From an optimization exercise on the open Yosys and OpenROAD flow, aimed at small area; shortcuts taken in it are not production practice. No functional check of the RTL was part of any run shown here.

==> design/flow/design.v <==
module FIR_low_pass_filter(
	input clk,
	input rst,
	input [7:0]FIR_IN,
	output reg [16:0]FIR_OUT
);
reg [7:0] d0;
reg [7:0] d1;
reg [7:0] d2;
reg [7:0] d3;
reg [7:0] d4;
reg [7:0] d5;
reg [7:0] d6;
reg [7:0] d7;
reg [7:0] d8;
reg [7:0] d9;
always @(posedge clk or negedge rst)
	if (!rst) begin
		d0 <= 8'b0;
		d1 <= 8'b0;
		d2 <= 8'b0;
		d3 <= 8'b0;
		d4 <= 8'b0;
		d5 <= 8'b0;
		d6 <= 8'b0;
		d7 <= 8'b0;
		d8 <= 8'b0;
		d9 <= 8'b0;
	end else begin
		d0 <= FIR_IN;
		d1 <= d0;
		d2 <= d1;
		d3 <= d2;
		d4 <= d3;
		d5 <= d4;
		d6 <= d5;
		d7 <= d6;
		d8 <= d7;
		d9 <= d8;
	end
wire w1;
wire w2;
wire w4;
wire w5;
wire w7;
wire w9;
wire w11;
wire w13;
wire w15;
wire w17;
wire w19;
wire w20;
wire w22;
wire w24;
wire w26;
wire w28;
wire w30;
wire w32;
wire w34;
wire w35;
wire w37;
wire w39;
wire w41;
wire w43;
wire w45;
wire w47;
wire w49;
wire w50;
wire w52;
wire w54;
wire w56;
wire w58;
wire w59;
wire w61;
wire w62;
wire w64;
wire w66;
wire w68;
wire w70;
wire w72;
wire w74;
wire w76;
wire w77;
wire w79;
wire w81;
wire w83;
wire w85;
wire w87;
wire w89;
wire w91;
wire w92;
wire w94;
wire w96;
wire w98;
wire w100;
wire w102;
wire w104;
wire w106;
wire w107;
wire w109;
wire w111;
wire w113;
wire w115;
wire w116;
wire w118;
wire w119;
wire w121;
wire w123;
wire w125;
wire w127;
wire w129;
wire w131;
wire w133;
wire w134;
wire w136;
wire w138;
wire w140;
wire w142;
wire w144;
wire w146;
wire w148;
wire w149;
wire w151;
wire w153;
wire w155;
wire w157;
wire w159;
wire w161;
wire w163;
wire w164;
wire w166;
wire w168;
wire w170;
wire w172;
wire w173;
wire w175;
wire w176;
wire w178;
wire w180;
wire w182;
wire w184;
wire w186;
wire w188;
wire w190;
wire w191;
wire w193;
wire w195;
wire w197;
wire w199;
wire w201;
wire w203;
wire w205;
wire w206;
wire w208;
wire w210;
wire w212;
wire w214;
wire w216;
wire w218;
wire w220;
wire w221;
wire w223;
wire w225;
wire w227;
wire w229;
wire w230;
wire w232;
wire w233;
wire w235;
wire w237;
wire w239;
wire w241;
wire w243;
wire w245;
wire w247;
wire w248;
wire w250;
wire w252;
wire w254;
wire w256;
wire w258;
wire w260;
wire w262;
wire w263;
wire w265;
wire w267;
wire w269;
wire w271;
wire w273;
wire w275;
wire w277;
wire w278;
wire w280;
wire w282;
wire w284;
wire w286;
wire w288;
wire w290;
wire w292;
wire w293;
wire w295;
wire w296;
wire w298;
wire w300;
wire w302;
wire w304;
wire w306;
wire w308;
wire w310;
wire w311;
wire w313;
wire w315;
wire w317;
wire w319;
wire w321;
wire w323;
wire w325;
wire w326;
wire w328;
wire w330;
wire w332;
wire w334;
wire w336;
wire w338;
wire w340;
wire w341;
wire w343;
wire w345;
wire w347;
wire w349;
wire w351;
wire w352;
wire w354;
wire w355;
wire w357;
wire w359;
wire w361;
wire w363;
wire w365;
wire w367;
wire w369;
wire w370;
wire w372;
wire w374;
wire w376;
wire w378;
wire w380;
wire w382;
wire w384;
wire w385;
wire w387;
wire w389;
wire w391;
wire w393;
wire w395;
wire w397;
wire w399;
wire w400;
wire w402;
wire w404;
wire w406;
wire w408;
wire w410;
wire w412;
wire w414;
wire w416;
wire w418;
wire w420;
wire w421;
wire w423;
wire w424;
wire w426;
wire w427;
wire w429;
wire w430;
wire w432;
wire w433;
wire w435;
wire w436;
wire w438;
wire w439;
wire w441;
wire w442;
wire w444;
wire w445;
wire w447;
wire w448;
wire w450;
wire w451;
wire w453;
wire w454;
wire w456;
wire w457;
wire w459;
wire w460;
wire w462;
wire w463;
wire w465;
wire w466;
wire w468;
wire w469;
wire w471;
wire w472;
wire w474;
wire w475;
wire w477;
wire w478;
wire w480;
wire w481;
wire w483;
wire w484;
wire w486;
wire w487;
wire w489;
wire w490;
wire w492;
wire w493;
wire w495;
wire w496;
wire w498;
wire w499;
wire w501;
wire w502;
wire w504;
wire w505;
wire w507;
wire w508;
wire w510;
wire w511;
wire w513;
wire w514;
wire w516;
wire w517;
wire w519;
wire w520;
wire w522;
wire w523;
wire w525;
wire w526;
wire w528;
wire w529;
wire w531;
wire w532;
wire w534;
wire w535;
wire w537;
wire w538;
wire w540;
wire w541;
wire w543;
wire w544;
wire w546;
wire w547;
wire w549;
wire w550;
wire w552;
wire w553;
wire w555;
wire w556;
wire w558;
wire w559;
wire w561;
wire w562;
wire w564;
wire w565;
wire w567;
wire w568;
wire w570;
wire w571;
wire w573;
wire w574;
wire w576;
wire w577;
wire w579;
wire w580;
wire w582;
wire w583;
wire w585;
wire w586;
wire w588;
wire w589;
wire w591;
wire w592;
wire w594;
wire w595;
wire w597;
wire w598;
wire w600;
wire w601;
wire w603;
wire w604;
wire w606;
wire w607;
wire w609;
wire w610;
wire w612;
wire w613;
wire w615;
wire w617;
wire w619;
wire w621;
wire w623;
wire w624;
wire w626;
wire w628;
wire w630;
wire w632;
wire w634;
wire w636;
wire w638;
wire w639;
wire w641;
wire w643;
wire w645;
wire w647;
wire w649;
wire w651;
wire w653;
wire w655;
wire w657;
wire w659;
wire w661;
wire w663;
wire w665;
wire w667;
wire w669;
wire w671;
wire w673;
wire w674;
wire w676;
wire w678;
wire w680;
wire w682;
wire w684;
wire w685;
wire w687;
wire w689;
wire w691;
fir_ha u3 (.a(d1[0]), .b(d9[0]), .y(w1), .z(w2));
fir_ha u6 (.a(d1[1]), .b(d9[1]), .y(w4), .z(w5));
fir_xr u8 (.a(w4), .b(w2), .y(w7));
fir_aoi u10 (.a(w4), .b(w2), .c(w5), .y(w9));
fir_xn u12 (.a(d1[2]), .b(d9[2]), .y(w11));
fir_xr u14 (.a(w11), .b(w9), .y(w13));
fir_nd u16 (.a(d1[2]), .b(d9[2]), .y(w15));
fir_oai u18 (.a(w11), .b(w9), .c(w15), .y(w17));
fir_ha u21 (.a(d1[3]), .b(d9[3]), .y(w19), .z(w20));
fir_xr u23 (.a(w19), .b(w17), .y(w22));
fir_aoi u25 (.a(w19), .b(w17), .c(w20), .y(w24));
fir_xn u27 (.a(d1[4]), .b(d9[4]), .y(w26));
fir_xr u29 (.a(w26), .b(w24), .y(w28));
fir_nd u31 (.a(d1[4]), .b(d9[4]), .y(w30));
fir_oai u33 (.a(w26), .b(w24), .c(w30), .y(w32));
fir_ha u36 (.a(d1[5]), .b(d9[5]), .y(w34), .z(w35));
fir_xr u38 (.a(w34), .b(w32), .y(w37));
fir_aoi u40 (.a(w34), .b(w32), .c(w35), .y(w39));
fir_xn u42 (.a(d1[6]), .b(d9[6]), .y(w41));
fir_xr u44 (.a(w41), .b(w39), .y(w43));
fir_nd u46 (.a(d1[6]), .b(d9[6]), .y(w45));
fir_oai u48 (.a(w41), .b(w39), .c(w45), .y(w47));
fir_ha u51 (.a(d1[7]), .b(d9[7]), .y(w49), .z(w50));
fir_xr u53 (.a(w49), .b(w47), .y(w52));
fir_aoi u55 (.a(w49), .b(w47), .c(w50), .y(w54));
fir_iv u57 (.a(w54), .y(w56));
fir_ha u60 (.a(d2[0]), .b(d8[0]), .y(w58), .z(w59));
fir_ha u63 (.a(d2[1]), .b(d8[1]), .y(w61), .z(w62));
fir_xr u65 (.a(w61), .b(w59), .y(w64));
fir_aoi u67 (.a(w61), .b(w59), .c(w62), .y(w66));
fir_xn u69 (.a(d2[2]), .b(d8[2]), .y(w68));
fir_xr u71 (.a(w68), .b(w66), .y(w70));
fir_nd u73 (.a(d2[2]), .b(d8[2]), .y(w72));
fir_oai u75 (.a(w68), .b(w66), .c(w72), .y(w74));
fir_ha u78 (.a(d2[3]), .b(d8[3]), .y(w76), .z(w77));
fir_xr u80 (.a(w76), .b(w74), .y(w79));
fir_aoi u82 (.a(w76), .b(w74), .c(w77), .y(w81));
fir_xn u84 (.a(d2[4]), .b(d8[4]), .y(w83));
fir_xr u86 (.a(w83), .b(w81), .y(w85));
fir_nd u88 (.a(d2[4]), .b(d8[4]), .y(w87));
fir_oai u90 (.a(w83), .b(w81), .c(w87), .y(w89));
fir_ha u93 (.a(d2[5]), .b(d8[5]), .y(w91), .z(w92));
fir_xr u95 (.a(w91), .b(w89), .y(w94));
fir_aoi u97 (.a(w91), .b(w89), .c(w92), .y(w96));
fir_xn u99 (.a(d2[6]), .b(d8[6]), .y(w98));
fir_xr u101 (.a(w98), .b(w96), .y(w100));
fir_nd u103 (.a(d2[6]), .b(d8[6]), .y(w102));
fir_oai u105 (.a(w98), .b(w96), .c(w102), .y(w104));
fir_ha u108 (.a(d2[7]), .b(d8[7]), .y(w106), .z(w107));
fir_xr u110 (.a(w106), .b(w104), .y(w109));
fir_aoi u112 (.a(w106), .b(w104), .c(w107), .y(w111));
fir_iv u114 (.a(w111), .y(w113));
fir_ha u117 (.a(d3[0]), .b(d7[0]), .y(w115), .z(w116));
fir_ha u120 (.a(d3[1]), .b(d7[1]), .y(w118), .z(w119));
fir_xr u122 (.a(w118), .b(w116), .y(w121));
fir_aoi u124 (.a(w118), .b(w116), .c(w119), .y(w123));
fir_xn u126 (.a(d3[2]), .b(d7[2]), .y(w125));
fir_xr u128 (.a(w125), .b(w123), .y(w127));
fir_nd u130 (.a(d3[2]), .b(d7[2]), .y(w129));
fir_oai u132 (.a(w125), .b(w123), .c(w129), .y(w131));
fir_ha u135 (.a(d3[3]), .b(d7[3]), .y(w133), .z(w134));
fir_xr u137 (.a(w133), .b(w131), .y(w136));
fir_aoi u139 (.a(w133), .b(w131), .c(w134), .y(w138));
fir_xn u141 (.a(d3[4]), .b(d7[4]), .y(w140));
fir_xr u143 (.a(w140), .b(w138), .y(w142));
fir_nd u145 (.a(d3[4]), .b(d7[4]), .y(w144));
fir_oai u147 (.a(w140), .b(w138), .c(w144), .y(w146));
fir_ha u150 (.a(d3[5]), .b(d7[5]), .y(w148), .z(w149));
fir_xr u152 (.a(w148), .b(w146), .y(w151));
fir_aoi u154 (.a(w148), .b(w146), .c(w149), .y(w153));
fir_xn u156 (.a(d3[6]), .b(d7[6]), .y(w155));
fir_xr u158 (.a(w155), .b(w153), .y(w157));
fir_nd u160 (.a(d3[6]), .b(d7[6]), .y(w159));
fir_oai u162 (.a(w155), .b(w153), .c(w159), .y(w161));
fir_ha u165 (.a(d3[7]), .b(d7[7]), .y(w163), .z(w164));
fir_xr u167 (.a(w163), .b(w161), .y(w166));
fir_aoi u169 (.a(w163), .b(w161), .c(w164), .y(w168));
fir_iv u171 (.a(w168), .y(w170));
fir_ha u174 (.a(d4[0]), .b(d6[0]), .y(w172), .z(w173));
fir_ha u177 (.a(d4[1]), .b(d6[1]), .y(w175), .z(w176));
fir_xr u179 (.a(w175), .b(w173), .y(w178));
fir_aoi u181 (.a(w175), .b(w173), .c(w176), .y(w180));
fir_xn u183 (.a(d4[2]), .b(d6[2]), .y(w182));
fir_xr u185 (.a(w182), .b(w180), .y(w184));
fir_nd u187 (.a(d4[2]), .b(d6[2]), .y(w186));
fir_oai u189 (.a(w182), .b(w180), .c(w186), .y(w188));
fir_ha u192 (.a(d4[3]), .b(d6[3]), .y(w190), .z(w191));
fir_xr u194 (.a(w190), .b(w188), .y(w193));
fir_aoi u196 (.a(w190), .b(w188), .c(w191), .y(w195));
fir_xn u198 (.a(d4[4]), .b(d6[4]), .y(w197));
fir_xr u200 (.a(w197), .b(w195), .y(w199));
fir_nd u202 (.a(d4[4]), .b(d6[4]), .y(w201));
fir_oai u204 (.a(w197), .b(w195), .c(w201), .y(w203));
fir_ha u207 (.a(d4[5]), .b(d6[5]), .y(w205), .z(w206));
fir_xr u209 (.a(w205), .b(w203), .y(w208));
fir_aoi u211 (.a(w205), .b(w203), .c(w206), .y(w210));
fir_xn u213 (.a(d4[6]), .b(d6[6]), .y(w212));
fir_xr u215 (.a(w212), .b(w210), .y(w214));
fir_nd u217 (.a(d4[6]), .b(d6[6]), .y(w216));
fir_oai u219 (.a(w212), .b(w210), .c(w216), .y(w218));
fir_ha u222 (.a(d4[7]), .b(d6[7]), .y(w220), .z(w221));
fir_xr u224 (.a(w220), .b(w218), .y(w223));
fir_aoi u226 (.a(w220), .b(w218), .c(w221), .y(w225));
fir_iv u228 (.a(w225), .y(w227));
fir_ha u231 (.a(w1), .b(w172), .y(w229), .z(w230));
fir_ha u234 (.a(w7), .b(w178), .y(w232), .z(w233));
fir_xr u236 (.a(w232), .b(w230), .y(w235));
fir_aoi u238 (.a(w232), .b(w230), .c(w233), .y(w237));
fir_xn u240 (.a(w13), .b(w184), .y(w239));
fir_xr u242 (.a(w239), .b(w237), .y(w241));
fir_nd u244 (.a(w13), .b(w184), .y(w243));
fir_oai u246 (.a(w239), .b(w237), .c(w243), .y(w245));
fir_ha u249 (.a(w22), .b(w193), .y(w247), .z(w248));
fir_xr u251 (.a(w247), .b(w245), .y(w250));
fir_aoi u253 (.a(w247), .b(w245), .c(w248), .y(w252));
fir_xn u255 (.a(w28), .b(w199), .y(w254));
fir_xr u257 (.a(w254), .b(w252), .y(w256));
fir_nd u259 (.a(w28), .b(w199), .y(w258));
fir_oai u261 (.a(w254), .b(w252), .c(w258), .y(w260));
fir_ha u264 (.a(w37), .b(w208), .y(w262), .z(w263));
fir_xr u266 (.a(w262), .b(w260), .y(w265));
fir_aoi u268 (.a(w262), .b(w260), .c(w263), .y(w267));
fir_xn u270 (.a(w43), .b(w214), .y(w269));
fir_xr u272 (.a(w269), .b(w267), .y(w271));
fir_nd u274 (.a(w43), .b(w214), .y(w273));
fir_oai u276 (.a(w269), .b(w267), .c(w273), .y(w275));
fir_ha u279 (.a(w52), .b(w223), .y(w277), .z(w278));
fir_xr u281 (.a(w277), .b(w275), .y(w280));
fir_aoi u283 (.a(w277), .b(w275), .c(w278), .y(w282));
fir_xn u285 (.a(w56), .b(w227), .y(w284));
fir_xr u287 (.a(w284), .b(w282), .y(w286));
fir_nd u289 (.a(w56), .b(w227), .y(w288));
fir_oai u291 (.a(w284), .b(w282), .c(w288), .y(w290));
fir_ha u294 (.a(d5[0]), .b(w115), .y(w292), .z(w293));
fir_ha u297 (.a(d5[1]), .b(w121), .y(w295), .z(w296));
fir_xr u299 (.a(w295), .b(w293), .y(w298));
fir_aoi u301 (.a(w295), .b(w293), .c(w296), .y(w300));
fir_xn u303 (.a(w127), .b(d5[2]), .y(w302));
fir_xr u305 (.a(w302), .b(w300), .y(w304));
fir_nd u307 (.a(w127), .b(d5[2]), .y(w306));
fir_oai u309 (.a(w302), .b(w300), .c(w306), .y(w308));
fir_ha u312 (.a(d5[3]), .b(w136), .y(w310), .z(w311));
fir_xr u314 (.a(w310), .b(w308), .y(w313));
fir_aoi u316 (.a(w310), .b(w308), .c(w311), .y(w315));
fir_xn u318 (.a(w142), .b(d5[4]), .y(w317));
fir_xr u320 (.a(w317), .b(w315), .y(w319));
fir_nd u322 (.a(w142), .b(d5[4]), .y(w321));
fir_oai u324 (.a(w317), .b(w315), .c(w321), .y(w323));
fir_ha u327 (.a(d5[5]), .b(w151), .y(w325), .z(w326));
fir_xr u329 (.a(w325), .b(w323), .y(w328));
fir_aoi u331 (.a(w325), .b(w323), .c(w326), .y(w330));
fir_xn u333 (.a(w157), .b(d5[6]), .y(w332));
fir_xr u335 (.a(w332), .b(w330), .y(w334));
fir_nd u337 (.a(w157), .b(d5[6]), .y(w336));
fir_oai u339 (.a(w332), .b(w330), .c(w336), .y(w338));
fir_ha u342 (.a(d5[7]), .b(w166), .y(w340), .z(w341));
fir_xr u344 (.a(w340), .b(w338), .y(w343));
fir_aoi u346 (.a(w340), .b(w338), .c(w341), .y(w345));
fir_xn u348 (.a(w170), .b(w345), .y(w347));
fir_anb u350 (.a(w170), .b(w345), .y(w349));
fir_ha u353 (.a(w292), .b(w298), .y(w351), .z(w352));
fir_ha u356 (.a(w298), .b(w304), .y(w354), .z(w355));
fir_xr u358 (.a(w354), .b(w352), .y(w357));
fir_aoi u360 (.a(w354), .b(w352), .c(w355), .y(w359));
fir_xn u362 (.a(w313), .b(w304), .y(w361));
fir_xr u364 (.a(w361), .b(w359), .y(w363));
fir_nd u366 (.a(w313), .b(w304), .y(w365));
fir_oai u368 (.a(w361), .b(w359), .c(w365), .y(w367));
fir_ha u371 (.a(w313), .b(w319), .y(w369), .z(w370));
fir_xr u373 (.a(w369), .b(w367), .y(w372));
fir_aoi u375 (.a(w369), .b(w367), .c(w370), .y(w374));
fir_xn u377 (.a(w328), .b(w319), .y(w376));
fir_xr u379 (.a(w376), .b(w374), .y(w378));
fir_nd u381 (.a(w328), .b(w319), .y(w380));
fir_oai u383 (.a(w376), .b(w374), .c(w380), .y(w382));
fir_ha u386 (.a(w328), .b(w334), .y(w384), .z(w385));
fir_xr u388 (.a(w384), .b(w382), .y(w387));
fir_aoi u390 (.a(w384), .b(w382), .c(w385), .y(w389));
fir_xn u392 (.a(w343), .b(w334), .y(w391));
fir_xr u394 (.a(w391), .b(w389), .y(w393));
fir_nd u396 (.a(w343), .b(w334), .y(w395));
fir_oai u398 (.a(w391), .b(w389), .c(w395), .y(w397));
fir_ha u401 (.a(w343), .b(w347), .y(w399), .z(w400));
fir_xr u403 (.a(w399), .b(w397), .y(w402));
fir_aoi u405 (.a(w399), .b(w397), .c(w400), .y(w404));
fir_xn u407 (.a(w349), .b(w347), .y(w406));
fir_xr u409 (.a(w406), .b(w404), .y(w408));
fir_nd u411 (.a(w349), .b(w347), .y(w410));
fir_oai u413 (.a(w406), .b(w404), .c(w410), .y(w412));
fir_xr u415 (.a(w349), .b(w412), .y(w414));
fir_nd u417 (.a(w349), .b(w412), .y(w416));
fir_iv u419 (.a(w416), .y(w418));
fir_fa u422 (.a(w58), .b(w292), .c(w229), .y(w420), .z(w421));
fir_fa u425 (.a(w64), .b(w229), .c(w421), .y(w423), .z(w424));
fir_fa u428 (.a(w235), .b(w351), .c(w423), .y(w426), .z(w427));
fir_fa u431 (.a(w58), .b(w229), .c(w70), .y(w429), .z(w430));
fir_fa u434 (.a(w235), .b(w429), .c(w241), .y(w432), .z(w433));
fir_fa u437 (.a(w424), .b(w432), .c(w357), .y(w435), .z(w436));
fir_fa u440 (.a(w64), .b(w79), .c(w235), .y(w438), .z(w439));
fir_fa u443 (.a(w430), .b(w241), .c(w250), .y(w441), .z(w442));
fir_fa u446 (.a(w438), .b(w433), .c(w441), .y(w444), .z(w445));
fir_fa u449 (.a(w363), .b(w436), .c(w444), .y(w447), .z(w448));
fir_fa u452 (.a(w292), .b(w70), .c(w85), .y(w450), .z(w451));
fir_fa u455 (.a(w241), .b(w439), .c(w250), .y(w453), .z(w454));
fir_fa u458 (.a(w450), .b(w256), .c(w442), .y(w456), .z(w457));
fir_fa u461 (.a(w453), .b(w372), .c(w445), .y(w459), .z(w460));
fir_fa u464 (.a(w456), .b(w448), .c(w459), .y(w462), .z(w463));
fir_fa u467 (.a(w79), .b(w351), .c(w94), .y(w465), .z(w466));
fir_fa u470 (.a(w250), .b(w451), .c(w256), .y(w468), .z(w469));
fir_fa u473 (.a(w465), .b(w454), .c(w265), .y(w471), .z(w472));
fir_fa u476 (.a(w468), .b(w457), .c(w471), .y(w474), .z(w475));
fir_fa u479 (.a(w378), .b(w460), .c(w474), .y(w477), .z(w478));
fir_fa u482 (.a(w85), .b(w100), .c(w256), .y(w480), .z(w481));
fir_fa u485 (.a(w466), .b(w357), .c(w265), .y(w483), .z(w484));
fir_fa u488 (.a(w469), .b(w271), .c(w480), .y(w486), .z(w487));
fir_fa u491 (.a(w472), .b(w483), .c(w486), .y(w489), .z(w490));
fir_fa u494 (.a(w387), .b(w475), .c(w489), .y(w492), .z(w493));
fir_fa u497 (.a(d5[0]), .b(w172), .c(w94), .y(w495), .z(w496));
fir_fa u500 (.a(w109), .b(w495), .c(w265), .y(w498), .z(w499));
fir_fa u503 (.a(w363), .b(w481), .c(w271), .y(w501), .z(w502));
fir_fa u506 (.a(w484), .b(w280), .c(w498), .y(w504), .z(w505));
fir_fa u509 (.a(w487), .b(w501), .c(w504), .y(w507), .z(w508));
fir_fa u512 (.a(w393), .b(w490), .c(w507), .y(w510), .z(w511));
fir_fa u515 (.a(d5[1]), .b(w178), .c(w100), .y(w513), .z(w514));
fir_fa u518 (.a(w496), .b(w113), .c(w513), .y(w516), .z(w517));
fir_fa u521 (.a(w271), .b(w372), .c(w499), .y(w519), .z(w520));
fir_fa u524 (.a(w280), .b(w516), .c(w502), .y(w522), .z(w523));
fir_fa u527 (.a(w286), .b(w505), .c(w519), .y(w525), .z(w526));
fir_fa u530 (.a(w522), .b(w402), .c(w508), .y(w528), .z(w529));
fir_fa u533 (.a(w525), .b(w511), .c(w528), .y(w531), .z(w532));
fir_fa u536 (.a(d5[2]), .b(w184), .c(w109), .y(w534), .z(w535));
fir_fa u539 (.a(w514), .b(w534), .c(w280), .y(w537), .z(w538));
fir_fa u542 (.a(w378), .b(w517), .c(w290), .y(w540), .z(w541));
fir_fa u545 (.a(w286), .b(w520), .c(w537), .y(w543), .z(w544));
fir_fa u548 (.a(w523), .b(w540), .c(w526), .y(w546), .z(w547));
fir_fa u551 (.a(w543), .b(w408), .c(w529), .y(w549), .z(w550));
fir_fa u554 (.a(w546), .b(w549), .c(w532), .y(w552), .z(w553));
fir_fa u557 (.a(d5[3]), .b(w193), .c(w113), .y(w555), .z(w556));
fir_fa u560 (.a(w535), .b(w555), .c(w290), .y(w558), .z(w559));
fir_fa u563 (.a(w286), .b(w387), .c(w538), .y(w561), .z(w562));
fir_fa u566 (.a(w541), .b(w558), .c(w544), .y(w564), .z(w565));
fir_fa u569 (.a(w561), .b(w414), .c(w547), .y(w567), .z(w568));
fir_fa u572 (.a(w564), .b(w550), .c(w567), .y(w570), .z(w571));
fir_fa u575 (.a(d5[4]), .b(w199), .c(w556), .y(w573), .z(w574));
fir_fa u578 (.a(w290), .b(w573), .c(w393), .y(w576), .z(w577));
fir_fa u581 (.a(w559), .b(w562), .c(w576), .y(w579), .z(w580));
fir_fa u584 (.a(w418), .b(w565), .c(w579), .y(w582), .z(w583));
fir_fa u587 (.a(w568), .b(w582), .c(w571), .y(w585), .z(w586));
fir_fa u590 (.a(d5[5]), .b(w208), .c(w574), .y(w588), .z(w589));
fir_fa u593 (.a(w402), .b(w588), .c(w577), .y(w591), .z(w592));
fir_fa u596 (.a(w580), .b(w591), .c(w583), .y(w594), .z(w595));
fir_fa u599 (.a(d5[6]), .b(w214), .c(w589), .y(w597), .z(w598));
fir_fa u602 (.a(w408), .b(w597), .c(w592), .y(w600), .z(w601));
fir_fa u605 (.a(d5[7]), .b(w223), .c(w598), .y(w603), .z(w604));
fir_fa u608 (.a(w414), .b(w603), .c(w601), .y(w606), .z(w607));
fir_fa u611 (.a(w227), .b(w418), .c(w604), .y(w609), .z(w610));
fir_ha u614 (.a(w427), .b(w435), .y(w612), .z(w613));
fir_xr u616 (.a(w447), .b(w613), .y(w615));
fir_nd u618 (.a(w447), .b(w613), .y(w617));
fir_xn u620 (.a(w462), .b(w617), .y(w619));
fir_anb u622 (.a(w462), .b(w617), .y(w621));
fir_ha u625 (.a(w463), .b(w477), .y(w623), .z(w624));
fir_xr u627 (.a(w623), .b(w621), .y(w626));
fir_aoi u629 (.a(w623), .b(w621), .c(w624), .y(w628));
fir_xn u631 (.a(w478), .b(w492), .y(w630));
fir_xr u633 (.a(w630), .b(w628), .y(w632));
fir_nd u635 (.a(w478), .b(w492), .y(w634));
fir_oai u637 (.a(w630), .b(w628), .c(w634), .y(w636));
fir_ha u640 (.a(w493), .b(w510), .y(w638), .z(w639));
fir_xr u642 (.a(w638), .b(w636), .y(w641));
fir_aoi u644 (.a(w638), .b(w636), .c(w639), .y(w643));
fir_xn u646 (.a(w531), .b(w643), .y(w645));
fir_anb u648 (.a(w531), .b(w643), .y(w647));
fir_xr u650 (.a(w552), .b(w647), .y(w649));
fir_nd u652 (.a(w552), .b(w647), .y(w651));
fir_xn u654 (.a(w553), .b(w570), .y(w653));
fir_xr u656 (.a(w653), .b(w651), .y(w655));
fir_nd u658 (.a(w553), .b(w570), .y(w657));
fir_oai u660 (.a(w653), .b(w651), .c(w657), .y(w659));
fir_xr u662 (.a(w585), .b(w659), .y(w661));
fir_nd u664 (.a(w585), .b(w659), .y(w663));
fir_xn u666 (.a(w586), .b(w594), .y(w665));
fir_xr u668 (.a(w665), .b(w663), .y(w667));
fir_nd u670 (.a(w586), .b(w594), .y(w669));
fir_oai u672 (.a(w665), .b(w663), .c(w669), .y(w671));
fir_ha u675 (.a(w600), .b(w595), .y(w673), .z(w674));
fir_xr u677 (.a(w673), .b(w671), .y(w676));
fir_aoi u679 (.a(w673), .b(w671), .c(w674), .y(w678));
fir_xn u681 (.a(w606), .b(w678), .y(w680));
fir_anb u683 (.a(w606), .b(w678), .y(w682));
fir_ha u686 (.a(w609), .b(w607), .y(w684), .z(w685));
fir_xr u688 (.a(w684), .b(w682), .y(w687));
fir_aoi u690 (.a(w684), .b(w682), .c(w685), .y(w689));
fir_xn u692 (.a(w610), .b(w689), .y(w691));
wire [16:0] y = {w691, w687, w680, w676, w667, w661, w655, w649, w645, w641, w632, w626, w619, w615, w612, w426, w420};
always @(posedge clk or negedge rst)
	if (!rst)
		FIR_OUT <= 17'b0;
	else
		FIR_OUT <= y;
endmodule
module fir_anb(input a, input b, output y);
	assign y = a & ~b;
endmodule
module fir_aoi(input a, input b, input c, output y);
	assign y = ~((a & b) | c);
endmodule
module fir_fa(input a, input b, input c, output y, output z);
	assign y = a ^ b ^ c;
	assign z = (a & b) | (a & c) | (b & c);
endmodule
module fir_ha(input a, input b, output y, output z);
	assign y = a ^ b;
	assign z = a & b;
endmodule
module fir_iv(input a, output y);
	assign y = ~a;
endmodule
module fir_nd(input a, input b, output y);
	assign y = ~(a & b);
endmodule
module fir_oai(input a, input b, input c, output y);
	assign y = ~((a | b) & c);
endmodule
module fir_xn(input a, input b, output y);
	assign y = ~(a ^ b);
endmodule
module fir_xr(input a, input b, output y);
	assign y = a ^ b;
endmodule
==> design/flow/run.sh <==
#!/bin/bash
# synth_recipe.tcl (not shown) runs the flow's synth.tcl, then flattens the netlist and writes it again
# the make line also repeats each setting of config.mk as NAME=value (left out here)
make -C /OpenROAD-flow-scripts/flow DESIGN_CONFIG=/design/flow/config.mk WORK_HOME=/design/flow/orfs CLKGATE_MAP_FILE= SYNTH_SCRIPT=/design/flow/synth_recipe.tcl finish
==> design/flow/config.mk <==
export PLATFORM = sky130hd
export DESIGN_NAME = FIR_low_pass_filter
export DESIGN_NICKNAME = FIR_low_pass_filter
export VERILOG_FILES = /design/flow/design.v
export SDC_FILE = /design/flow/constraint.sdc
export NUM_CORES = 4
export LEC_CHECK = 0
export ABC_AREA = 1
export CAP_MARGIN = 20
export CORE_MARGIN = 2
export CORE_UTILIZATION = 40
export SLEW_MARGIN = 20
export SYNTH_HIERARCHICAL = 1
export SYNTH_MINIMUM_KEEP_SIZE = 0
==> design/flow/constraint.sdc <==
create_clock -name core_clock -period 7.0 [get_ports {clk}]
set_input_delay 1.4000 -clock core_clock [delete_from_list [all_inputs] [get_ports {clk}]]
set_output_delay 1.4000 -clock core_clock [all_outputs]
set_load 0.01 [all_outputs]
==> results.txt, run 1 <==
Syn Area/Cell between 8 and 9 sq um; RSZ-0062 raised after global routing false; syn_nets around 880; Hold Path Depth 0; register area 2430 sq um; required time worst endpoint around 7.3 ns; DR WL/cell 10.9 um; layout cells sized above 1 0.0667; Fmax approximately 0.16 GHz; NumNets Final ~920; Port-buffer cells 26; max cap viols 0; Worst R2R Path Depth 27; H-Tree Depth 3; number of I/O pins 27; number of vias in the routed layout approximately 4300; DR iter-0 viols approximately 180; crit start category flip-flop; clock sink total 97; Max stage delay on crit path roughly 0.53 ns; sequential share of the synthesized area 0.371; Yosys cell types 8; Starting Density 0.410; Global Route Usage Sum 0.145; DR vias/cell between 4 and 5; Cells after Synth 767; crit path to FIR_OUT[16]$_DFF_PN0_; vias in the first global route 4223; die area about 17000 sq um; first-pass GRT wire length between 15000 and 20000 um; Cell Area, Synth 6540 sq um; Critical-path top delay cell fa_1; TritonCTS clock tree built; critical path arrival around 6.6 ns; Final period util 0.910; initial antenna violation count 0; placed inst area 7070 sq um; Setup Skew ~0.013 ns; Die Y between 100 and 150 um; die width approximately 130 um; number of CTS-inserted buffers 9; status finished clean; # hold bufs at CTS 0; Crit path top cell by count nand2_1; Inst Count DP between 1000 and 1500; largest net degree at the start of global routing 63; final WL approximately 11000 um; actual slew at the worst max-slew pin a little under 0.8 ns; total congestion overflow 0; Max clock buf depth 2; gpl congestion around 0.80; CTS clk-pin slew, worst paths 0.07 ns; setup bufs post-CTS 0; Worst path depth 27; num rows 46; core area around 16000 sq um; register bit total from synthesis 97; drt first pass iters 4; Clock Root Buffer clkbuf_16; cts repair resizes 0; Setup TNS Final 0 ns; fin crit period approximately 6.4 ns; setup violators final 0; WP buf/inv 2; relative slew slack 0.483; Post-DP HPWL between 9000 and 10000 um; CP max FO 3; Final Util 0.463; worst r2r src d1[1]$_DFF_PN0_; fillers approximately 1500; CP startpoint d1[1]$_DFF_PN0_; n_diodes 0; Pins Over Slew Limit 0; worst min-delay path category flip-flop to flip-flop; Multi-input gate area 3380 sq um; CP Capture Type flip-flop; kind of critical path flip-flop to flip-flop; worst r2r dst FIR_OUT[16]$_DFF_PN0_; YS warnings 7; DRC errors left 0; post-route antenna net violation count 0; final hold viol count 0; Worst path top cell family by delay adder cells; Worst-Skew Late Latency around 0.36 ns; final instance area about 7400 sq um; Post-Layout Cell Count about 1000; Synth-to-Final Area Change 12.9%; reg2reg setup slack 0.63 ns
-- cell usage after synthesis --
library cell  number  area [sq um]
nor2_2             4          25.0
dfrtp_1           97          2430
inv_1            195           732
ha_1              40           500
o21ai_1           26           130
nand2_1          309          1160
a21oi_2           32           280
fa_1              64          1280
-- per-layer routing --
| metal | GRT usage | routed length [um] | vias to the layer above |
|---|---|---|---|
| met2 | 0.237 | 5120 | 32 |
| met1 | 0.194 | 5670 | 1953 |
| met5 | 0 | 0 | - |
| met3 | 0.0323 | 250 | 11 |
| li1 | - | - | 2297 |
| met4 | 0.0465 | 177 | 0 |
-- per-stage QoR --
stage,hold slack [ns],worst slack (ns)
CTS,0.351,0.586
finish,0.349,0.631
floorplan,0.331,1.11
detailed placement,0.335,0.632
global route,0.358,0.0780
global placement,0.332,0.676
-- modules after synthesis, one instance, submodules excluded, excerpt --
| module | cell area [sq um] | copies in the design | cells | flops+latches |
|---|---|---|---|---|
| FIR_low_pass_filter | 2430 | 1 | 97 | 97 |
| fir_xr | 18.8 | 62 | 5 | 0 |
| fir_aoi | 8.76 | 32 | 1 | 0 |
| fir_nd | 3.75 | 30 | 1 | 0 |
| fir_iv | 3.75 | 5 | 1 | 0 |
| fir_xn | 18.8 | 31 | 5 | 0 |
| fir_ha | 12.5 | 40 | 1 | 0 |
| fir_anb | 10.0 | 4 | 2 | 0 |
-- area by class of cell --
| cell class | count | area share |
|---|---|---|
| Multi-Input combinational cell | 475 | 0.457 |
| Sequential cell | 97 | 0.329 |
| Inverter | 195 | 0.0992 |
| Tap cell | 216 | 0.0366 |
| Timing Repair Buffer | 27 | 0.0359 |
| Clock buffer | 9 | 0.0305 |
| Clock inverter | 7 | 0.0115 |
-- cell usage in the layout (no fill, tap or decap) --
cell	n
inv_8	3
clkinv_2	1
ha_1	40
clkbuf_16	9
buf_4	2
fa_1	64
inv_1	195
a21oi_2	32
nor2_2	4
clkinvlp_4	1
clkdlybuf4s50_1	25
nand2_1	309
bufinv_16	1
dfrtp_1	97
inv_6	1
o21ai_1	26
-- registers in the layout, summed over array words and instances, names as in the netlist --
register	flops
d1	8
d6	8
FIR_OUT	17
d2	8
d4	8
d0	8
d7	8
d9	8
d5	8
d3	8
d8	8
-- how the worst min path moves through the flow --
stage                            to            start  slack (ns)
floorplan           d1[0]$_DFF_PN0_  d0[0]$_DFF_PN0_        0.33
global placement    d1[6]$_DFF_PN0_  d0[6]$_DFF_PN0_        0.33
detailed placement  d1[2]$_DFF_PN0_  d0[2]$_DFF_PN0_        0.33
CTS                 d1[2]$_DFF_PN0_  d0[2]$_DFF_PN0_        0.35
global route        d1[3]$_DFF_PN0_  d0[3]$_DFF_PN0_        0.36
finish              d1[7]$_DFF_PN0_  d0[7]$_DFF_PN0_        0.35
-- worst reg2reg max path, stage by stage (launching register included) --
cell     delay, ns
dfrtp_1       0.39
ha_1          0.34
a21oi_2       0.09
o21ai_1       0.27
a21oi_2       0.12
o21ai_1       0.28
inv_1         0.07
nand2_1       0.06
nand2_1       0.07
ha_1          0.35
inv_1         0.07
nand2_1       0.04
nand2_1       0.17
fa_1          0.46
fa_1          0.51
fa_1          0.44
fa_1          0.41
fa_1          0.41
fa_1          0.53
nand2_1       0.09
o21ai_1       0.22
nand2_1       0.12
o21ai_1       0.26
a21oi_2       0.12
nor2_2        0.18
a21oi_2       0.08
nand2_1       0.06
nand2_1       0.05
-- logic make-up (layout without fill, tap and decap cells) --
group           Yosys count  after routing  share of synthesized area
buf+inv                 195            238                      0.112
compound gates           58             58                     0.0628
fa+ha+maj               104            104                      0.273
flops                    97             97                      0.371
simple gates            313            313                      0.181
==> run 2, diff against run 1 <==
--- a/design/flow/config.mk
+++ b/design/flow/config.mk
@@ -5,7 +5,6 @@
 export SDC_FILE = /design/flow/constraint.sdc
 export NUM_CORES = 4
 export LEC_CHECK = 0
-export ABC_AREA = 1
 export CAP_MARGIN = 20
 export CORE_MARGIN = 2
 export CORE_UTILIZATION = 40
==> results.txt, run 2 <==
Cell Area, Synth between 5000 and 6000 sq um; RSZ-0062 raised after global routing false; Starting Density 0.406; DR vias/cell 4.63; Post-synth EDFFs 0; Clock Root Buffer clkbuf_16; Synth-to-Final Area Change 14.4%; vias in the first global route between 3000 and 4000; Final period util 0.929; Fmax roughly 0.15 GHz; worst r2r src d4[1]$_DFF_PN0_; ys async rst share 1.00; ranking of synthesized cells by area dfrtp_1 43%, fa_1 23%, xor2_1 9.7%; Setup Skew about 0.0079 ns; worst min-delay path category flip-flop to flip-flop; Worst R2R Path Depth 22; HP Start d0[3]$_DFF_PN0_; status finished clean; Syn Area/Cell around 14 sq um; max cap viols 0; DRC errors left 0; Critical-path top delay cell fa_1; Hold Path End d1[3]$_DFF_PN0_; relative slew slack 0.375; initial antenna violation count 0; Yosys top cell area share 0.432; layout cells sized above 1 0.129; YS warnings 7; Inst Count DP around 600; count leader, synth dfrtp_1; final WL a little over 9000 um; reg2reg setup slack between 0.4 and 0.5 ns; kind of critical path flip-flop to flip-flop; critical path, cell by cell ha_1, a21oi_2, xor2_1, xnor2_1, o21ai_1, a21oi_2, o21ai_1, xor2_2, fa_1, fa_1, fa_1, fa_1, fa_1, fa_1, nand2_1, o21ai_1, nand2_1, o21ai_1, a21oi_2, nor2b_4, a21oi_2, xnor2_1; commonest non-fill, non-tap cell in the layout dfrtp_1; crit start category flip-flop; Pins Over Slew Limit 0; Setup TNS Final 0 ns; gpl congestion 0.795; DR WL/cell 14.9 um; n_diodes 0; setup violators final 0; number of vias in the routed layout 2842; Port-buffer cells 26; Top reg by flops FIR_OUT; final hold viol count 0; first-pass GRT wire length 16000 um; Max stage delay on crit path about 0.53 ns; sequential share of the synthesized area 0.432; die area between 15000 and 20000 sq um; Global Route Usage Sum 0.144; Post-DP HPWL ~7400 um; Cells after Synth about 400; Yosys cell types 10; worst slack at placement around 0.39 ns; highest-count cells in the layout ignoring fill and taps 97 x dfrtp_1, 64 x fa_1, 60 x xor2_1, 40 x ha_1, 32 x a21oi_2; syn_nets ~510; total congestion overflow 0; Final Util 0.465; number of I/O pins 27; TritonCTS clock tree built; DR iter-0 viols 93; CTS clk-pin slew, worst paths around 0.07 ns; worst r2r dst FIR_OUT[16]$_DFF_PN0_; required time worst endpoint slightly above 7 ns; Post-Layout Cell Count between 600 and 700; # hold bufs at CTS 0; core area ~14000 sq um; Largest register FFs 17; fin crit period 6.50 ns; Max clock buf depth 2; cts repair resizes 0; post-route antenna net violation count 0; H-Tree Depth 3; CP Capture Type flip-flop; drt first pass iters 4; Hold Path Depth 0; actual slew at the worst max-slew pin roughly 0.94 ns; register bit total from synthesis just under 100; area leader, netlist dfrtp_1; largest net degree at the start of global routing 80; Die Y ~120 um; setup bufs post-CTS 0; NumNets Final about 540; Crit path top cell by count fa_1; num rows 43; CP max FO 3; die width about 120 um; most frequent cells after synthesis 97 x dfrtp_1, 64 x fa_1, 62 x xor2_1; clock sink total 97; PnR worst setup slack 0.499 ns; critical path arrival between 6 and 7 ns; Worst-Skew Late Latency ~0.35 ns; Synth Flop Type dfrtp_1; number of CTS-inserted buffers 9
[run 2: changes by cell type in the layout (fill, tap and decap cells not counted), moves of 4 or more]
cell     change
nand2_1    -279
xor2_1      +60
inv_1      -190
nor2b_4      +4
nor2_2       -4
xnor2_1     +31
[run 2: worst max path at each step]
stage                          startpoint                    end  slack, ns  cells after the start
after floorplan           d4[1]$_DFF_PN0_  FIR_OUT[16]$_DFF_PN0_       1.04                     21
after global placement    d4[1]$_DFF_PN0_  FIR_OUT[16]$_DFF_PN0_       0.43                     22
after detailed placement  d4[1]$_DFF_PN0_  FIR_OUT[16]$_DFF_PN0_       0.39                     22
after CTS                 d4[1]$_DFF_PN0_  FIR_OUT[16]$_DFF_PN0_       0.38                     22
after global routing      d4[1]$_DFF_PN0_  FIR_OUT[16]$_DFF_PN0_       0.04                     23
final                     d4[1]$_DFF_PN0_  FIR_OUT[16]$_DFF_PN0_       0.50                     22
[run 2: logic make-up (layout without fill, tap and decap cells)]
kind of cell	after synthesis	after routing	synth area share
buf+inv	5	48	0.00334
compound gates	58	58	0.0730
fa+ha+maj	104	104	0.317
simple gates	34	34	0.0298
flops	97	97	0.432
xor+xnor	93	93	0.145
[run 2: metrics by stage]
step / hold slack (ns) / instance area, sq um
after global placement: 0.333 / 6110
after CTS: 0.350 / 6410
after floorplan: 0.331 / 5620
final: 0.348 / 6430
after global routing: 0.356 / 6430
after detailed placement: 0.335 / 6110
[run 2: metal layers]
layer | global-route usage | routed length (um) | up-vias
met5 | 0 | 0 | -
met4 | 0.0481 | 148 | 0
met3 | 0.0381 | 263 | 11
met2 | 0.228 | 4320 | 37
met1 | 0.192 | 4410 | 1435
li1 | - | - | 1359
[run 2: Yosys stat by module, one instance, submodules excluded, a selection]
module               cell area [sq um]  flops+latches  cells inside  copies in the design
fir_ha                            12.5              0             1                    40
FIR_low_pass_filter               2430             97            97                     1
fir_iv                            3.75              0             1                     5
fir_anb                           13.8              0             1                     4
fir_xr                            8.76              0             1                    62
fir_fa                            20.0              0             1                    64
fir_xn                            8.76              0             1                    31
fir_oai                           5.00              0             1                    26
[run 2: worst max-delay path: cells and delay by family (launching register included)]
family	cells	cell delay, ns
flops	1	0.39
fa+ha+maj	7	3.11
simple gates	3	0.35
compound gates	8	1.55
xor+xnor	4	1.00
[run 2: area by class of cell]
cell class	count	area, sq um
clock inverters	6	65.1
clock buffers	10	239
inverters	5	18.8
well taps	180	225
repair buffers	27	265
multi-input cells	289	3190
fillers	1217	7400
flip-flops and latches	97	2430
==> run 3, diff against run 2 <==
--- a/design/flow/config.mk
+++ b/design/flow/config.mk
@@ -8,6 +8,7 @@
 export CAP_MARGIN = 20
 export CORE_MARGIN = 2
 export CORE_UTILIZATION = 40
+export CTS_BUF_LIST = sky130_fd_sc_hd__clkbuf_8
 export SLEW_MARGIN = 20
 export SYNTH_HIERARCHICAL = 1
 export SYNTH_MINIMUM_KEEP_SIZE = 0
==> results.txt, run 3 <==
NumNets Final approximately 540; commonest non-fill, non-tap cell in the layout dfrtp_1; highest-count cells in the layout ignoring fill and taps 97 x dfrtp_1, 64 x fa_1, 60 x xor2_1, 40 x ha_1, 32 x a21oi_2; TritonCTS clock tree built; CP max FO 3; Yosys cell types 10; Starting Density 0.406; syn_nets between 500 and 600; layout cells sized above 1 0.129; first-pass GRT wire length approximately 16000 um; Largest register FFs 17; most frequent cells after synthesis 97 x dfrtp_1, 64 x fa_1, 62 x xor2_1; largest net degree at the start of global routing 80; actual slew at the worst max-slew pin slightly above 0.9 ns; Syn Area/Cell 14.4 sq um; final hold viol count 0; gpl congestion a little under 0.8; crit start category flip-flop; n_diodes 0; status finished clean; Synth Flop Type dfrtp_1; worst min-delay path category flip-flop to flip-flop; Cells after Synth 391; Fmax 0.154 GHz; num rows 43; DR WL/cell 14.8 um; area leader, netlist dfrtp_1; vias in the first global route roughly 3300; Global Route Usage Sum 0.144; Clock Root Buffer clkbuf_8; DRC errors left 0; Max clock buf depth 2; post-route antenna net violation count 0; sequential share of the synthesized area 0.432; critical path arrival around 6.8 ns; Yosys top cell area share 0.432; hold slack around 0.35 ns; Final period util 0.929; max cap viols 0; drt first pass iters 4; core area about 14000 sq um; final WL around 9100 um; kind of critical path flip-flop to flip-flop; Top reg by flops FIR_OUT; Post-DP HPWL 7430 um; RSZ-0062 raised after global routing false; H-Tree Depth 3; ys async rst share 1.00; DR iter-0 viols between 80 and 90; setup bufs post-CTS 0; YS warnings 7; number of I/O pins 27; Pins Over Slew Limit 0; number of vias in the routed layout between 2000 and 3000; # hold bufs at CTS 0; fillers about 1200; Port-buffer cells 26; CTS clk-pin slew, worst paths around 0.090 ns; count leader, synth dfrtp_1; ranking of synthesized cells by area dfrtp_1 43%, fa_1 23%, xor2_1 9.7%; setup violators final 0; Worst-Skew Late Latency approximately 0.4 ns; Cell Area, Synth 5620 sq um; Die Y 123 um; reg2reg setup slack approximately 0.50 ns; register bit total from synthesis 97; cts repair resizes 0; die area roughly 15000 sq um; initial antenna violation count 0; Post-synth EDFFs 0; total congestion overflow 0; Synth-to-Final Area Change 12.6%; DR vias/cell 4.62; die width ~120 um; Setup Skew about 0.021 ns; number of CTS-inserted buffers 9; Setup TNS Final 0 ns; fin crit period roughly 6.5 ns; CP Capture Type flip-flop; relative slew slack 0.378; clock sink total 97; required time worst endpoint roughly 7.3 ns
## run 3: cell count changes in the layout (fill, tap and decap cells not counted)
| cell | previous run | this run |
|---|---|---|
| clkbuf_8 | 1 | 10 |
| clkbuf_16 | 9 | 0 |
## run 3: path summary, 6_finish.rpt
| path | start | endpoint | depth (start not counted) |
|---|---|---|---|
| worst max-delay path | d4[1]$_DFF_PN0_ | FIR_OUT[16]$_DFF_PN0_ | 22 |
| worst min-delay path | d0[3]$_DFF_PN0_ | d1[3]$_DFF_PN0_ | 0 |
| worst max register to register | d4[1]$_DFF_PN0_ | FIR_OUT[16]$_DFF_PN0_ | 22 |
| worst min register to register | d0[3]$_DFF_PN0_ | d1[3]$_DFF_PN0_ | 0 |
| max in group asynchronous | rst | d9[7]$_DFF_PN0_ | 2 |
| min in group asynchronous | rst | FIR_OUT[10]$_DFF_PN0_ | 1 |
## run 3: final cells by class
type	count	area (sq um)	area share
multi-input combinational	289	3190	0.504
sequential	97	2430	0.384
timing repair buffer	27	265	0.0419
tap	180	225	0.0356
clock buffer	10	138	0.0217
clock inverter	6	65.1	0.0103
inverter	5	18.8	0.00297
## run 3: critical path, cell delays in order, from the launching register on
cell and delay, ns:
dfrtp_1 0.39, ha_1 0.34, a21oi_2 0.22, xor2_1 0.39, xnor2_1 0.18, o21ai_1 0.27
a21oi_2 0.12, o21ai_1 0.30, xor2_2 0.31, fa_1 0.49, fa_1 0.45, fa_1 0.39
fa_1 0.40, fa_1 0.47, fa_1 0.55, nand2_1 0.09, o21ai_1 0.22, nand2_1 0.12
o21ai_1 0.24, a21oi_2 0.12, nor2b_4 0.14, a21oi_2 0.06, xnor2_1 0.12
## run 3: cell families (layout without fill, tap and decap cells)
logic type / Yosys count / count (layout) / share of synthesized area
simple gates: 34 / 34 / 0.0298
flops: 97 / 97 / 0.432
buf+inv: 5 / 48 / 0.00334
xor+xnor: 93 / 93 / 0.145
compound gates: 58 / 58 / 0.0730
fa+ha+maj: 104 / 104 / 0.317
## run 3: per-stage QoR
stage / util / setup slack [ns] / instance area [sq um] / instances
2_1_floorplan: - / 1.04 / 5620 / 391
6_report: 0.458 / 0.496 / 6330 / 614
3_5_place_dp: 0.442 / 0.395 / 6110 / 598
4_1_cts: 0.457 / 0.381 / 6310 / 614
3_3_place_gp: 0.442 / 0.429 / 6110 / 598
5_1_grt: 0.458 / 0.0335 / 6330 / 614
## run 3: modules after synthesis, one instance, submodules excluded
module / cell area [sq um] / copies in the design
FIR_low_pass_filter: 2430 / 1
fir_xn: 8.76 / 31
fir_ha: 12.5 / 40
fir_anb: 13.8 / 4
fir_aoi: 8.76 / 32
fir_nd: 3.75 / 30
fir_iv: 3.75 / 5
fir_fa: 20.0 / 64
fir_xr: 8.76 / 62
fir_oai: 5.00 / 26
## run 3: metal layers
layer,global-route usage,up-vias,share of wire
met1,0.192,1429,0.48
met2,0.225,41,0.47
met5,0,-,0
li1,-,1357,-
met3,0.0451,11,0.034
met4,0.0474,0,0.015
==> run 4, diff against run 3 <==
--- a/design/flow/config.mk
+++ b/design/flow/config.mk
@@ -9,6 +9,8 @@
 export CORE_MARGIN = 2
 export CORE_UTILIZATION = 40
 export CTS_BUF_LIST = sky130_fd_sc_hd__clkbuf_8
+export CTS_CLUSTER_DIAMETER = 100
+export CTS_CLUSTER_SIZE = 20
 export SLEW_MARGIN = 20
 export SYNTH_HIERARCHICAL = 1
 export SYNTH_MINIMUM_KEEP_SIZE = 0
==> results.txt, run 4 <==
status finished clean; WP buf/inv 0; Yosys top cell area share 0.432; number of I/O pins 27; kind of critical path flip-flop to flip-flop; relative slew slack 0.378; number of vias in the routed layout ~2800; cts repair resizes 0; number of CTS-inserted buffers 9; n_diodes 0; Worst-Skew Late Latency between 0.3 and 0.4 ns; DR vias/cell roughly 4.6; clock sink total 97; syn_nets 505; critical path arrival slightly below 7 ns; Max stage delay on crit path ~0.55 ns; num rows 43; Top reg by flops FIR_OUT; Post-Layout Cell Count between 600 and 700; post-route antenna net violation count 0; Post-DP HPWL 7430 um; sequential share of the synthesized area 0.432; Largest register FFs 17; Syn Area/Cell 14.4 sq um; first-pass GRT wire length around 16000 um; Inst Count DP approximately 600; Max clock buf depth 2; RSZ-0062 raised after global routing false; Clock Root Buffer clkbuf_8; commonest non-fill, non-tap cell in the layout dfrtp_1; Synth Flop Type dfrtp_1; YS warnings 7; die area about 15000 sq um; crit start category flip-flop; Yosys cell types 10; highest-count cells in the layout ignoring fill and taps 97 x dfrtp_1, 64 x fa_1, 60 x xor2_1, 40 x ha_1, 32 x a21oi_2; Crit path top cell by count fa_1; Starting Density 0.406; Cells after Synth around 390; layout cells sized above 1 0.129; initial antenna violation count 0; total congestion overflow 0; DRC errors left 0; final WL roughly 9100 um; die width roughly 120 um; worst min-delay path category flip-flop to flip-flop; Setup TNS Final 0 ns; ranking of synthesized cells by area dfrtp_1 43%, fa_1 23%, xor2_1 9.7%; CTS clk-pin slew, worst paths ~0.09 ns; setup bufs post-CTS 0; setup violators final 0; Critical-path top delay cell fa_1; drt first pass iters 4; register bit total from synthesis 97; gpl congestion a little under 0.8; Synth-to-Final Area Change 12.6%; CP max FO 3; placed inst area 6110 sq um; Port-buffer cells 26; DR iter-0 viols 82; H-Tree Depth 3; Final period util 0.929; count leader, synth dfrtp_1; Pins Over Slew Limit 0; DR WL/cell about 15 um; CP Capture Type flip-flop; final hold viol count 0; final instance area 6330 sq um; Post-synth EDFFs 0; vias in the first global route approximately 3300; fillers about 1200; most frequent cells after synthesis 97 x dfrtp_1, 64 x fa_1, 62 x xor2_1; critical path, cell by cell ha_1, a21oi_2, xor2_1, xnor2_1, o21ai_1, a21oi_2, o21ai_1, xor2_2, fa_1, fa_1, fa_1, fa_1, fa_1, fa_1, nand2_1, o21ai_1, nand2_1, o21ai_1, a21oi_2, nor2b_4, a21oi_2, xnor2_1; Cell Area, Synth 5620 sq um; largest net degree at the start of global routing 80; area leader, netlist dfrtp_1; Global Route Usage Sum 0.144; actual slew at the worst max-slew pin ~0.93 ns; # hold bufs at CTS 0; Fmax 0.154 GHz; Worst path top cell family by delay adder cells; Die Y 123 um; Setup Skew around 0.021 ns; NumNets Final 543; max cap viols 0; core area about 14000 sq um; TritonCTS clock tree built; ys async rst share 1.00; fin crit period between 6 and 7 ns; required time worst endpoint ~7.3 ns
## run 4: cell counts after synthesis
Identical to the previous run, type by type.
## run 4: final cells by class
type                    count  area, sq um  share of cell area
well taps                 180          225              0.0356
clock inverters             6         65.1              0.0103
repair buffers             27          265              0.0419
inverters                   5         18.8             0.00297
clock buffers              10          138              0.0217
flip-flops and latches     97         2430               0.384
multi-input cells         289         3190               0.504
## run 4: routing by layer
layer | vias up | track usage | share of wire
met3 | 11 | 0.0451 | 0.034
met1 | 1429 | 0.192 | 0.48
met4 | 0 | 0.0474 | 0.015
met2 | 41 | 0.225 | 0.47
met5 | - | 0 | 0
li1 | 1357 | - | -
## run 4: cell families after synthesis
kind of cell / count (synthesis) / share of synthesized area
adders and majority gates: 104 / 0.317
xor gates and xnor gates: 93 / 0.145
buffers and inverters: 5 / 0.00334
and+or+nand+nor: 34 / 0.0298
AOI/OAI and AO/OA: 58 / 0.0730
DFF: 97 / 0.432
## run 4: metrics by stage
step	setup WS (ns)	utilization	hold slack, ns
after floorplan	1.04	-	0.331
after global placement	0.429	0.442	0.333
after detailed placement	0.395	0.442	0.335
after CTS	0.381	0.457	0.356
after global routing	0.0335	0.458	0.363
final	0.496	0.458	0.353
## run 4: path summary, 6_finish.rpt
path / start / end / slack, ns / cells after the start
setup reg to reg: d4[1]$_DFF_PN0_ / FIR_OUT[16]$_DFF_PN0_ / 0.50 / 22
min in group asynchronous: rst / FIR_OUT[10]$_DFF_PN0_ / 0.87 / 1
hold reg to reg: d0[3]$_DFF_PN0_ / d1[3]$_DFF_PN0_ / 0.35 / 0
max in group asynchronous: rst / d9[7]$_DFF_PN0_ / 4.90 / 2
hold / removal: d0[3]$_DFF_PN0_ / d1[3]$_DFF_PN0_ / 0.35 / 0
setup / recovery: d4[1]$_DFF_PN0_ / FIR_OUT[16]$_DFF_PN0_ / 0.50 / 22
## run 4: per-module statistics from Yosys (local to each module, per instance)
module | cells inside | area [sq um] | copies in the design | flip-flops and latches
FIR_low_pass_filter | 97 | 2430 | 1 | 97
fir_aoi | 1 | 8.76 | 32 | 0
fir_fa | 1 | 20.0 | 64 | 0
fir_nd | 1 | 3.75 | 30 | 0
fir_iv | 1 | 3.75 | 5 | 0
fir_xr | 1 | 8.76 | 62 | 0
fir_xn | 1 | 8.76 | 31 | 0
fir_anb | 1 | 13.8 | 4 | 0
fir_oai | 1 | 5.00 | 26 | 0
fir_ha | 1 | 12.5 | 40 | 0
==> run 5, diff against run 4 <==
--- a/design/flow/config.mk
+++ b/design/flow/config.mk
@@ -8,9 +8,7 @@
 export CAP_MARGIN = 20
 export CORE_MARGIN = 2
 export CORE_UTILIZATION = 40
-export CTS_BUF_LIST = sky130_fd_sc_hd__clkbuf_8
-export CTS_CLUSTER_DIAMETER = 100
-export CTS_CLUSTER_SIZE = 20
+export CTS_BUF_LIST = sky130_fd_sc_hd__clkbuf_2 sky130_fd_sc_hd__clkbuf_4 sky130_fd_sc_hd__clkbuf_8
 export SLEW_MARGIN = 20
 export SYNTH_HIERARCHICAL = 1
 export SYNTH_MINIMUM_KEEP_SIZE = 0
==> results.txt, run 5 <==
Global Route Usage Sum 0.144; largest net degree at the start of global routing 80; Cells after Synth 391; final WL 9110 um; Clock Root Buffer clkbuf_8; number of CTS-inserted buffers 9; Multi-input gate area about 3200 sq um; Starting Density 0.406; DRC errors left 0; Yosys cell types 10; Setup Skew 0.0211 ns; fin crit period around 6.5 ns; max cap viols 0; ranking of synthesized cells by area dfrtp_1 43%, fa_1 23%, xor2_1 9.7%; ys async rst share 1.00; Die Y 123 um; Pins Over Slew Limit 0; CP max FO 3; first-pass GRT wire length roughly 16000 um; CTS clk-pin slew, worst paths approximately 0.090 ns; # hold bufs at CTS 0; Synth-to-Final Area Change 12.6%; register area 2430 sq um; number of vias in the routed layout between 2000 and 3000; count leader, synth dfrtp_1; actual slew at the worst max-slew pin between 0.9 and 1 ns; layout cells sized above 1 0.129; CP Capture Type flip-flop; total congestion overflow 0; Final Util 0.458; DR WL/cell 14.8 um; Post-synth EDFFs 0; initial antenna violation count 0; Top reg by flops FIR_OUT; H-Tree Depth 3; post-route antenna net violation count 0; highest-count cells in the layout ignoring fill and taps 97 x dfrtp_1, 64 x fa_1, 60 x xor2_1, 40 x ha_1, 32 x a21oi_2; setup bufs post-CTS 0; drt first pass iters 4; RSZ-0062 raised after global routing false; YS warnings 7; final hold viol count 0; Max clock buf depth 2; vias in the first global route approximately 3300; area leader, netlist dfrtp_1; DR iter-0 viols a little over 80; gpl congestion ~0.8; die area approximately 15000 sq um; die width roughly 120 um; syn_nets between 500 and 600; number of I/O pins 27; num rows 43; Fmax 0.154 GHz; NumNets Final 543; Synth Flop Type dfrtp_1; Setup TNS Final 0 ns; critical path arrival 6.78 ns; worst min-delay path category flip-flop to flip-flop; DR vias/cell about 4.6; setup violators final 0; crit start category flip-flop; relative slew slack 0.378; hold slack about 0.35 ns; Port-buffer cells 26; Syn Area/Cell roughly 14 sq um; Final period util 0.929; status finished clean; Cell Area, Synth between 5000 and 6000 sq um; fillers 1225; cts repair resizes 0; TritonCTS clock tree built; required time worst endpoint 7.27 ns; clock sink total 97; core area 13800 sq um; kind of critical path flip-flop to flip-flop; n_diodes 0; commonest non-fill, non-tap cell in the layout dfrtp_1; Post-DP HPWL about 7400 um; Largest register FFs 17; register bit total from synthesis 97; sequential share of the synthesized area 0.432; Yosys top cell area share 0.432; Worst-Skew Late Latency 0.39 ns; most frequent cells after synthesis 97 x dfrtp_1, 64 x fa_1, 62 x xor2_1
[run 5: cell counts in the layout (fill, tap and decap cells not counted)]
Identical to the previous run, type by type.
[run 5: through the flow]
stage                     std cells  worst slack, ns  area, sq um
after floorplan                 391             1.04         5620
after CTS                       614            0.381         6310
final                           614            0.496         6330
after detailed placement        598            0.395         6110
after global placement          598            0.429         6110
after global routing            614           0.0335         6330
[run 5: kinds of logic (layout without fill, tap and decap cells)]
family          after synthesis  count (layout)  synth area share
compound gates               58              58            0.0730
simple gates                 34              34            0.0298
buf+inv                       5              48           0.00334
xor+xnor                     93              93             0.145
flops                        97              97             0.432
fa+ha+maj                   104             104             0.317
[run 5: layout make-up]
class	instances	share of cell area
clock inverter	6	0.0103
timing repair buffer	27	0.0419
sequential	97	0.384
clock buffer	10	0.0217
multi-input combinational	289	0.504
tap	180	0.0356
inverter	5	0.00297
[run 5: modules after synthesis, one instance, submodules excluded]
| module | flops+latches | times used | cells | area [sq um] |
|---|---|---|---|---|
| fir_iv | 0 | 5 | 1 | 3.75 |
| fir_nd | 0 | 30 | 1 | 3.75 |
| FIR_low_pass_filter | 97 | 1 | 97 | 2430 |
| fir_fa | 0 | 64 | 1 | 20.0 |
| fir_xn | 0 | 31 | 1 | 8.76 |
| fir_ha | 0 | 40 | 1 | 12.5 |
| fir_xr | 0 | 62 | 1 | 8.76 |
| fir_aoi | 0 | 32 | 1 | 8.76 |
| fir_oai | 0 | 26 | 1 | 5.00 |
| fir_anb | 0 | 4 | 1 | 13.8 |
[run 5: final timing paths]
path | cells past startpoint | slack [ns] | end | startpoint
worst max-delay path | 22 | 0.50 | FIR_OUT[16]$_DFF_PN0_ | d4[1]$_DFF_PN0_
worst min-delay path | 0 | 0.35 | d1[3]$_DFF_PN0_ | d0[3]$_DFF_PN0_
worst max register to register | 22 | 0.50 | FIR_OUT[16]$_DFF_PN0_ | d4[1]$_DFF_PN0_
worst min register to register | 0 | 0.35 | d1[3]$_DFF_PN0_ | d0[3]$_DFF_PN0_
max in group asynchronous | 2 | 4.90 | d9[7]$_DFF_PN0_ | rst
min in group asynchronous | 1 | 0.87 | FIR_OUT[10]$_DFF_PN0_ | rst
[run 5: per-layer routing]
metal,share of wire,wire length (um),vias to the layer above,global-route usage
li1,-,-,1357,-
met1,0.48,4350,1429,0.192
met2,0.47,4310,41,0.225
met3,0.034,308,11,0.0451
met4,0.015,140,0,0.0474
met5,0,0,-,0
[run 5: critical path, cell delays in order, from the launching register on]
cell and delay (ns):
dfrtp_1 0.39, ha_1 0.34, a21oi_2 0.22, xor2_1 0.39
xnor2_1 0.18, o21ai_1 0.27, a21oi_2 0.12, o21ai_1 0.30
xor2_2 0.31, fa_1 0.49, fa_1 0.45, fa_1 0.39
fa_1 0.40, fa_1 0.47, fa_1 0.55, nand2_1 0.09
o21ai_1 0.22, nand2_1 0.12, o21ai_1 0.24, a21oi_2 0.12
nor2b_4 0.14, a21oi_2 0.06, xnor2_1 0.12

## static timing again, ports no longer ideal
How much do the figures lean on ideal ports? The routed layouts below were timed once more, with nothing changed but the port constraints.
Step 1, drivers: a clkbuf_16 drives clk and a buf_2 each remaining input, both assumed.
Step 2 times the ports against the registers' clock, not the clock port: input delays grow and output delays shrink by t, the midpoint of the rising clock arrivals with the driver on.
Slacks: ideal ports / drivers / drivers and shift; pairs: ideal ports / drivers.
run	t (ns)	slack for setup (ns)	hold WS [ns]	worst data-port slew with drivers (ns)
run 1	0.391	0.631 / 0.631 / 0.631	0.349 / 0.349 / 0.349	0.03
run 2	0.385	0.499 / 0.499 / 0.499	0.348 / 0.348 / 0.348	0.03
run 3	0.413	0.496 / 0.496 / 0.496	0.353 / 0.353 / 0.353	0.03
run 4	0.413	0.496 / 0.496 / 0.496	0.353 / 0.353 / 0.353	0.03
run 5	0.413	0.496 / 0.496 / 0.496	0.353 / 0.353 / 0.353	0.03
After both steps setup and hold are still met in every run listed.
